Context: an optimization exercise on an open-source flow, tuned for small area, a short achievable clock period and few clock cycles per item. The choices shown serve that exercise and are no tape-out recipe.
Only simulation tests tie the RTL to the original design; equivalence was not proved.

**flow/constraint.sdc**
```tcl
create_clock -name core_clock -period 30.0 [get_ports {clk}]
set_input_delay 6.0000 -clock core_clock [delete_from_list [all_inputs] [get_ports {clk}]]
set_output_delay 6.0000 -clock core_clock [all_outputs]
set_load 0.01 [all_outputs]
```
**flow/design.v**
```verilog
module Multiplicador (
    input  [31:0] P,       
    input  [32:0] X,       
    input  [8:0]  Y,       
    output [39:0] S        
);
function [33:0] pp;        
    input [32:0] x;
    input [2:0]  y;
    reg one, two, neg;
    begin
        one = y[1] ^ y[0];
        two = (y[2] & ~y[1] & ~y[0]) | (~y[2] & y[1] & y[0]);
        neg = y[2];
        pp  = (({34{one}} & {x[32], x}) | ({34{two}} & {x, 1'b0})) ^ {34{neg & (one | two)}};
    end
endfunction
wire [33:0] p0 = pp(X, Y[2:0]);
wire [33:0] p1 = pp(X, Y[4:2]);
wire [33:0] p2 = pp(X, Y[6:4]);
wire [33:0] p3 = pp(X, Y[8:6]);
wire n0 = Y[2] & ~(Y[1] & Y[0]);
wire n1 = Y[4] & ~(Y[3] & Y[2]);
wire n2 = Y[6] & ~(Y[5] & Y[4]);
wire n3 = Y[8] & ~(Y[7] & Y[6]);
wire [39:0] o0 = {8'b0, ~P[31],  P[30:0]};
wire [39:0] o1 = {6'b0, ~p0[33], p0[32:0]};
wire [39:0] o2 = {4'b0, ~p1[33], p1[32:0], 2'b0};
wire [39:0] o3 = {2'b0, ~p2[33], p2[32:0], 4'b0};
wire [39:0] o4 = {~p3[33], p3[32:0], 6'b0};
wire [39:0] o5 = {9'b010101011, 24'b0, n3, 1'b0, n2, 1'b0, n1, 1'b0, n0};
wire [39:0] s1a = o0 ^ o1 ^ o2;
wire [39:0] c1a = {((o0 & o1) | (o0 & o2) | (o1 & o2)), 1'b0};
wire [39:0] s1b = o3 ^ o4 ^ o5;
wire [39:0] c1b = {((o3 & o4) | (o3 & o5) | (o4 & o5)), 1'b0};
wire [39:0] s2  = s1a ^ c1a ^ s1b;
wire [39:0] c2  = {((s1a & c1a) | (s1a & s1b) | (c1a & s1b)), 1'b0};
wire [39:0] s3  = s2 ^ c2 ^ c1b;
wire [39:0] c3  = {((s2 & c2) | (s2 & c1b) | (c2 & c1b)), 1'b0};
assign S = s3 + c3;
endmodule
module Divisao (
    input  [31:0] R,       
    input  [34:0] N,       
    input         cin,
    output [31:0] R2,      
    output        q1,      
    output        q2,      
    output [31:0] t1       
);
wire [34:0] d1 = {3'b0, R} + N + {34'd0, cin};
assign q1 = ~d1[34];
assign t1 = d1[31:0];
wire [31:0] R1 = q1 ? d1[31:0] : R;
wire [34:0] d2 = {3'b0, R1} + {N[34], N[34:1]} + {34'd0, cin};
assign q2 = ~d2[34];
assign R2 = q2 ? d2[31:0] : R1;
endmodule
module MulDiv (
    input         clk,
    input         reset,
    input  [31:0] a,
    input  [31:0] b,
    input         start_mul,
    input         start_div,
    output [31:0] hi,
    output [31:0] lo,
    output        done,
    output        div_zero
);
localparam IDLE = 3'd0, MUL = 3'd1, DPRE = 3'd2, DIV = 3'd3, DPOST = 3'd4;
reg [2:0]  st;
reg [4:0]  cnt;
reg [31:0] H;        
reg [31:0] L;        
reg [34:0] X;        
reg        e;        
reg        first;    
reg [1:0]  skip;     
reg        sa, sb;   
reg        done_r, dz_r;
assign hi       = H;
assign lo       = L;
assign done     = done_r;
assign div_zero = dz_r;
wire [32:0] xm = {X[31] & (|X[30:0]), X[31:0]};    
wire [39:0] ms;
Multiplicador mstep (
    .P (first ? 32'd0 : H),
    .X (xm),
    .Y ({L[7:0], e & ~first}),
    .S (ms)
);
wire fit8  = (&L[31:7])  | ~|L[31:7];
wire fit16 = (&L[31:15]) | ~|L[31:15];
wire fit24 = (&L[31:23]) | ~|L[31:23];
wire [1:0] skip0 = fit8 ? 2'd3 : fit16 ? 2'd2 : fit24 ? 2'd1 : 2'd0;
wire       mlast = first ? fit8 : (cnt == 5'd0);
wire [1:0] sk    = ~mlast ? 2'd0 : first ? skip0 : skip;
reg [31:0] mh;
reg [31:0] ml;
always @(*) begin
    case (sk)
    2'd0: begin mh = ms[39:8];                   ml = {ms[7:0],  L[31:8]};  end
    2'd1: begin mh = {{8{ms[39]}},  ms[39:16]};  ml = {ms[15:0], L[31:16]}; end
    2'd2: begin mh = {{16{ms[39]}}, ms[39:24]};  ml = {ms[23:0], L[31:24]}; end
    default: begin mh = {{24{ms[39]}}, ms[39:32]}; ml = ms[31:0];          end
    endcase
end
wire [31:0] r2, t1;
wire        q1, q2;
Divisao dstep (.R(H), .N(X), .cin(~sb), .R2(r2), .q1(q1), .q2(q2), .t1(t1));
function [5:0] bitlen;
    input [31:0] v;
    integer i;
    begin
        bitlen = 6'd0;
        for (i = 0; i < 32; i = i + 1)
            if (v[i]) bitlen = i + 1;
    end
endfunction
wire        a_neg = X[31];
wire        b_neg = L[31];
wire [31:0] xa    = X[31:0] ^ {32{a_neg}};           
wire [31:0] xb    = L ^ {32{b_neg}};                  
wire [5:0]  la    = bitlen(xa);
wire [5:0]  lb    = bitlen(xb);                       
wire [6:0]  sdiff = {1'b0, la} - {1'b0, lb};          
wire        qzero = sdiff[6];                         
wire [3:0]  kk    = sdiff[5] ? 4'd15 : sdiff[4:1];
wire [34:0] bx    = {{3{b_neg}}, L};
wire [34:0] bsh   = qzero ? bx : ({bx[33:0], 1'b0} << {kk, 1'b0});
wire [34:0] nd    = bsh ^ {35{~b_neg}};               
wire        bzero = ~|L;
wire        inv   = sa ^ sb;
wire        quirk = sa & ~sb & ~|L & ~&t1;            
wire [31:0] qfix  = quirk ? 32'd1 : ((L ^ {32{inv}}) + {31'd0, sb});
always @(posedge clk) begin
    if (reset) begin
        st     <= IDLE;
        done_r <= 1'b0;
        dz_r   <= 1'b0;
    end else begin
        case (st)
        IDLE: begin
            X <= {3'b0, a};
            if (start_mul | start_div) begin
                L      <= b;
                done_r <= 1'b0;
                dz_r   <= 1'b0;
            end
            first <= 1'b1;
            if (start_mul)      st <= MUL;
            else if (start_div) st <= DPRE;
        end
        MUL: begin
            H     <= mh;
            L     <= ml;
            e     <= L[7];
            first <= 1'b0;
            if (first) begin
                skip <= skip0;
                cnt  <= {3'b0, 2'd2 - skip0};
            end else
                cnt  <= cnt - 5'd1;
            if (mlast) begin
                st     <= IDLE;
                done_r <= 1'b1;
            end
        end
        DPRE: begin
            sa  <= a_neg;
            sb  <= b_neg;
            H   <= xa;
            L   <= 32'd0;
            X   <= nd;
            cnt <= {1'b0, kk};
            if (bzero) begin
                st     <= IDLE;
                done_r <= 1'b1;
                dz_r   <= 1'b1;
            end else if (qzero) begin
                if (a_neg) st <= DPOST;
                else begin
                    st     <= IDLE;
                    done_r <= 1'b1;
                end
            end else
                st <= DIV;
        end
        DIV: begin
            H   <= r2;
            L   <= {L[29:0], q1, q2};
            cnt <= cnt - 5'd1;
            if (cnt == 5'd0) begin
                X <= {X[34], X[34:1]};
                if (sa | sb) st <= DPOST;
                else begin
                    st     <= IDLE;
                    done_r <= 1'b1;
                end
            end else
                X <= {{2{X[34]}}, X[34:2]};
        end
        DPOST: begin
            if (sa) H <= ~t1;
            L      <= qfix;
            st     <= IDLE;
            done_r <= 1'b1;
        end
        default: st <= IDLE;
        endcase
    end
end
endmodule
```
**flow/config.mk**
```make
export PLATFORM = sky130hd
export DESIGN_NAME = MulDiv
export DESIGN_NICKNAME = MulDiv
export VERILOG_FILES = /design/flow/design.v
export SDC_FILE = /design/flow/constraint.sdc
export NUM_CORES = 4
export LEC_CHECK = 0
export CAP_MARGIN = 20
export CORE_MARGIN = 2
export CORE_UTILIZATION = 45
export SLEW_MARGIN = 20
```
**flow/flow/run.sh**
```bash
#!/bin/bash
# Standard layout, with repair_timing aiming for extra setup slack so that
# the critical paths get sized for a shorter period than the 30 ns clock.
set -euo pipefail
bash standard.sh SETUP_SLACK_MARGIN=22.5 finish > standard.log 2>&1
```
**flow/standard.sh**
```bash
#!/bin/bash
# synth_recipe.tcl (not shown) runs the flow's synth.tcl, then flattens the netlist and writes it again
# the make line also repeats each setting of config.mk as NAME=value (left out here)
make -C /OpenROAD-flow-scripts/flow DESIGN_CONFIG=/design/flow/config.mk WORK_HOME=/design/flow/orfs CLKGATE_MAP_FILE= SYNTH_SCRIPT=/design/flow/synth_recipe.tcl "${@:-finish}"
```
==> summary.txt, run 1 <==
Post-CTS Hold Buffers 0; Placer Congestion 1.05; CTS tree done; clk slew on worst S/H paths 0.06 ns; die span in x 247 um; largest net degree at the start of global routing 69; DR vias 31800; Clock Path Buffers 2; I/O Pins 134; P&R area growth vs syn 13.8%; synth warn 2; Final Hold Violating Endpoints 0; Fill cells 5812; status complete, no violations; total grt overflow 0; R2R Setup Slk 22.63 ns; max_slew headroom 17.8%; die height 247 um; worst-skew pair later-pin latency 0.48 ns; final core utilization 52.1%; Netlist cell types 91; flops & latches, synth 115; Crit Path Max Fanout 2; FMAX 133 MHz; Final Max Tran Viols 0; Arr. time, crit path 1.49 ns; Worst Max-Slew Pin Slew 1.22 ns; vias in the first global route 29500; routed wire length 135000 um; max layer used met4; post-DP HPWL 96200 um; Crit Path Category flop to output port; post-synthesis instance total 3732; layout cells sized above 1 10.7%; net count reported at finish 4056; Routed Antenna Nets 0; worst path bufs/invs 1; met3 WL 16300 um; Mapped Nets 4060; period utilisation layout 25.0%; H-tree levels 4; row cnt 88; Max stage delay on crit path 0.57 ns; die area 0.0608 mm2; Post-synth EDFFs 110; WP data required 24.00 ns; crit path capture type output port; Top FF cell, synth edfxtp_1; Max Cap Viol 0; clock skew 0.0149 ns; worst-path cell chain clkdlybuf4s50_1; CTS Buf Count 17; initial antenna violation count 2; WL met1 49800 um; CTS sink cnt 115; root buf cell clkbuf_16; WL met2 57900 um; syn avg cell area 7.10 um2; port bufs 133; wire per inst 30.0 um; drt via density 7.05; Hold Crit Class flop to flop; post-synthesis sequential area ratio 12.8%; Total GRT Usage 43.6%; crit-path leading delay family buffers and inverters; setup TNS 0 ns; Pre-antenna DRT Iters 9; first-pass GRT wire length 197000 um; DR iter-0 viols 4616; Setup-failing EPs final 0; Tmin final 7.49 ns; cell area after synthesis 0.0265 mm2; RSZ-0062 raised after global routing yes; DR DRC count 0; crit path launch type flop; commonest non-fill, non-tap cell in the layout nand2_1; initial core utilization 45.7%; Async SR Flop Fraction 0%; core area 0.0579 mm2; most frequent cells in the layout 438 x nand2_1, 383 x a21oi_1, 270 x o21ai_0, 263 x nor2_1, 205 x inv_1; Critical-path top delay cell clkdlybuf4s50_1
kinds of logic (layout without fill, tap and decap cells):
logic type | Yosys count | in the layout | share of synthesized area, %
flip-flops | 115 | 115 | 12.8
XOR/XNOR | 175 | 175 | 5.79
AO/OA/AOI/OAI | 1427 | 1428 | 35.6
AND/OR/NAND/NOR | 1100 | 1100 | 18.8
multiplexers | 95 | 95 | 3.73
other | 0 | 4 | 0
buffers and inverters | 560 | 568 | 8.08
adder cells (fa/ha/maj) | 260 | 260 | 15.1
cell type report:
| class | count | area (um2) | share of cell area [%] |
|---|---|---|---|
| Antenna cell | 4 | 10.0 | 0.0332 |
| Clock buffer | 20 | 437 | 1.45 |
| Clock inverter | 12 | 133 | 0.440 |
| Inverter | 217 | 822 | 2.73 |
| Multi-Input combinational cell | 3058 | 21300 | 70.8 |
| Sequential cell | 115 | 3400 | 11.3 |
| Tap cell | 765 | 957 | 3.17 |
| Timing Repair Buffer | 319 | 3050 | 10.1 |
state kept, by name, indices dropped and copies added (netlist names), 2 cells and up:
name  count
X        35
L        32
H        32
cnt       5
skip      2
st        3
worst paths after layout:
kind	start	to	depth (start not counted)
worst max-delay path	H[15]	hi[15]	1
worst min-delay path	dz_r	dz_r	2
worst max register to register	L[0]	L[25]	24
worst min register to register	dz_r	dz_r	2
cells in the mapped netlist (66+ instances only):
cell | count | area (um2)
nand2_1 | 443 | 1660
a21oi_1 | 389 | 1950
clkbuf_1 | 305 | 1140
o21ai_0 | 273 | 1370
nor2_1 | 270 | 1010
inv_1 | 205 | 769
ha_1 | 160 | 2000
xnor2_1 | 120 | 1050
edfxtp_1 | 110 | 3300
a221oi_1 | 106 | 928
a31oi_1 | 100 | 626
fa_1 | 100 | 2000
nand3_1 | 88 | 440
a211oi_1 | 77 | 578
mux2i_1 | 66 | 661
per-stage QoR:
stage | hold WS [ns] | std cells | instance area [um2] | setup slack (ns)
3_5_place_dp | 0.532 | 4400 | 28400 | 21.22
4_1_cts | 0.546 | 4493 | 29800 | 22.42
5_1_grt | 0.570 | 4506 | 30100 | 22.49
3_3_place_gp | 0.537 | 4400 | 28400 | 21.52
6_report | 0.558 | 4510 | 30200 | 22.51
2_1_floorplan | 0.446 | 3732 | 26500 | 22.45
repair_timing:
action,CTS,global route
gates cloned,6,0
setup endpoints to repair,159,164
gates resized for setup,109,47
buffers inserted,55,13
pin swaps,2,3
metal layers:
metal,up-vias,track usage (%)
li1,13700,-
met5,-,0
met4,0,29.0
met2,2348,67.2
met1,15100,54.2
met3,607,10.2
Testbench counts, summed over its fixed seeds: cycles 8,909, items 1,920.
==> run 2: changes to the inputs <==
--- a/flow/config.mk
+++ b/flow/config.mk
@@ -8,4 +8,4 @@
 export CAP_MARGIN = 20
 export CORE_MARGIN = 2
-export CORE_UTILIZATION = 45
+export CORE_UTILIZATION = 40
 export SLEW_MARGIN = 20
==> summary.txt, run 2 <==
FMAX 133 MHz; drt via density 6.75; setup TNS 0 ns; routed wire length 127000 um; largest net degree at the start of global routing 85; CP startpoint reset; die height 261 um; WHS 0.503 ns; DR DRC count 0; R2R Path Start L[1]; status complete, no violations; Netlist cell types 91; RSZ-0062 raised after global routing yes; WP data required 30.20 ns; post-synthesis instance total 3732; Pre-antenna DRT Iters 9; Crit Path Max Fanout 20; max_slew headroom 22.8%; CTS sink cnt 115; max reg flops 35; Post-synth EDFFs 110; R2R Setup Slk 22.70 ns; initial core utilization 40.4%; Non-Filler Instances 4595; post-synth top area share 12.5%; HP Start done_r; I/O Pins 134; P&R area growth vs syn 13.8%; synth cell count leaders 443 x nand2_1, 389 x a21oi_1, 305 x clkbuf_1, 273 x o21ai_0, 270 x nor2_1; Largest Register X; vias in the first global route 28000; port bufs 133; DR iter-0 viols 4529; die area 0.0683 mm2; Setup-failing EPs final 0; Worst Max-Slew Pin Slew 1.15 ns; DR vias 31000; cell area after synthesis 0.0265 mm2; CTS Buf Count 17; post-synthesis sequential area ratio 12.8%; Mapped Nets 4060; Placer Congestion 1.01; commonest non-fill, non-tap cell in the layout nand2_1; Hold Crit Class flop to flop; Synth area leader edfxtp_1; Arr. time, crit path 7.70 ns; Async SR Flop Fraction 0%; initial antenna violation count 12; root buf cell clkbuf_16; placed insts 4490; Max Cap Viol 0; layout cells sized above 1 10.6%; synth warn 2; clk slew on worst S/H paths 0.06 ns; Routed Antenna Nets 0; net count reported at finish 4044; total grt overflow 0; final core utilization 45.9%; Crit Path Category primary input to flop; Tmin final 7.50 ns; worst-skew pair later-pin latency 0.51 ns; largest cells by area after synthesis edfxtp_1 12%, fa_1 7.6%, ha_1 7.6%; Total GRT Usage 36.1%; Clock Path Buffers 2; most common cell in the synthesized netlist nand2_1; syn avg cell area 7.10 um2; Top FF cell, synth edfxtp_1; H-tree levels 4; die span in x 261 um; Final Hold Violating Endpoints 0; core area 0.0656 mm2; flops & latches, synth 115; crit path launch type primary input; post-DP HPWL 88600 um; CTS tree done; clock skew 0.0210 ns; first-pass GRT wire length 185000 um; most frequent cells in the layout 438 x nand2_1, 383 x a21oi_1, 271 x o21ai_0, 264 x nor2_1, 205 x inv_1; Final Max Tran Viols 0; crit path capture type flop; row cnt 94; wire per inst 27.6 um; biggest regs X: 35 flops, H: 32 flops, L: 32 flops; period utilisation layout 25.0%
## run 2: metal layers
metal  vias to the layer above  wire length [um]  global-route usage [%]  share of wire (%)
met5                         -               164                       0               0.13
met4                        18              9160                    21.3                7.2
met3                       530             15500                    8.96                 12
met2                      2267             54000                    54.6                 42
met1                     14500             48200                    46.7                 38
li1                      13700                 -                       -                  -
## run 2: layout make-up
| class | instances | area (um2) |
|---|---|---|
| Fill cell | 6660 | 35500 |
| Multi-Input combinational cell | 3057 | 21400 |
| Sequential cell | 115 | 3400 |
| Timing Repair Buffer | 308 | 2940 |
| Tap cell | 864 | 1080 |
| Inverter | 217 | 816 |
| Clock buffer | 17 | 425 |
| Clock inverter | 14 | 116 |
| Antenna cell | 3 | 7.51 |
## run 2: cell families (layout without fill, tap and decap cells)
kind of cell	Yosys count	after routing	synth area share [%]
buf+inv	560	556	8.08
xor+xnor	175	175	5.79
other cells	0	3	0
compound gates	1427	1427	35.6
mux	95	95	3.73
flops	115	115	12.8
fa+ha+maj	260	260	15.1
simple gates	1100	1100	18.8
## run 2: final timing paths
| path | depth (start not counted) | to |
|---|---|---|
| worst max-delay path | 3 | H[30] |
| worst min-delay path | 2 | done_r |
| worst min register to register | 2 | done_r |
| worst max register to register | 23 | H[7] |
## run 2: per-stage QoR
| stage | setup slack, ns | area, um2 |
|---|---|---|
| 2_1_floorplan | 22.45 | 26500 |
| 3_3_place_gp | 21.50 | 28500 |
| 3_5_place_dp | 21.36 | 28500 |
| 4_1_cts | 22.34 | 29800 |
| 5_1_grt | 22.50 | 30100 |
| 6_report | 22.50 | 30100 |
## run 2: critical path, cell delays in order
cell and delay [ns]:
clkdlybuf4s50_1 0.77, a21oi_4 0.65, buf_16 0.24
## run 2: timing repair
item,in CTS,in global routing
hold buffers,0,0
buffers inserted,59,5
setup endpoints to repair,150,97
pin swaps,1,3
gates resized for setup,100,54
cloned,4,1

==> what the ideal ports hide <==
The results above use ideal ports. As a check the final layouts listed here were re-extracted and re-timed, cells and wires unchanged. Step 1: set_driving_cell puts a clkbuf_16 on clk and a buf_2 on each other input, an assumption about the parent block. Step 2, shift: input delay + t, output delay - t, t = (earliest + latest rising clock arrival at the registers) / 2. This alone moves slack from input paths to output paths. Slacks: no drivers / after step 1 / after step 2; pairs: no drivers / after step 1.
run | t, ns | setup WS [ns] | worst hold slack (ns)
run 1 | 0.538 | 22.506 / 22.440 / 22.086 | 0.558 / 0.558 / 0.558
run 2 | 0.557 | 22.503 / 22.473 / 21.981 | 0.503 / 0.503 / 0.503
After both steps every run listed still meets setup and hold. The setup slack of run 2, which loses most, moves by -0.030 ns with the drivers and by -0.522 ns with both steps.
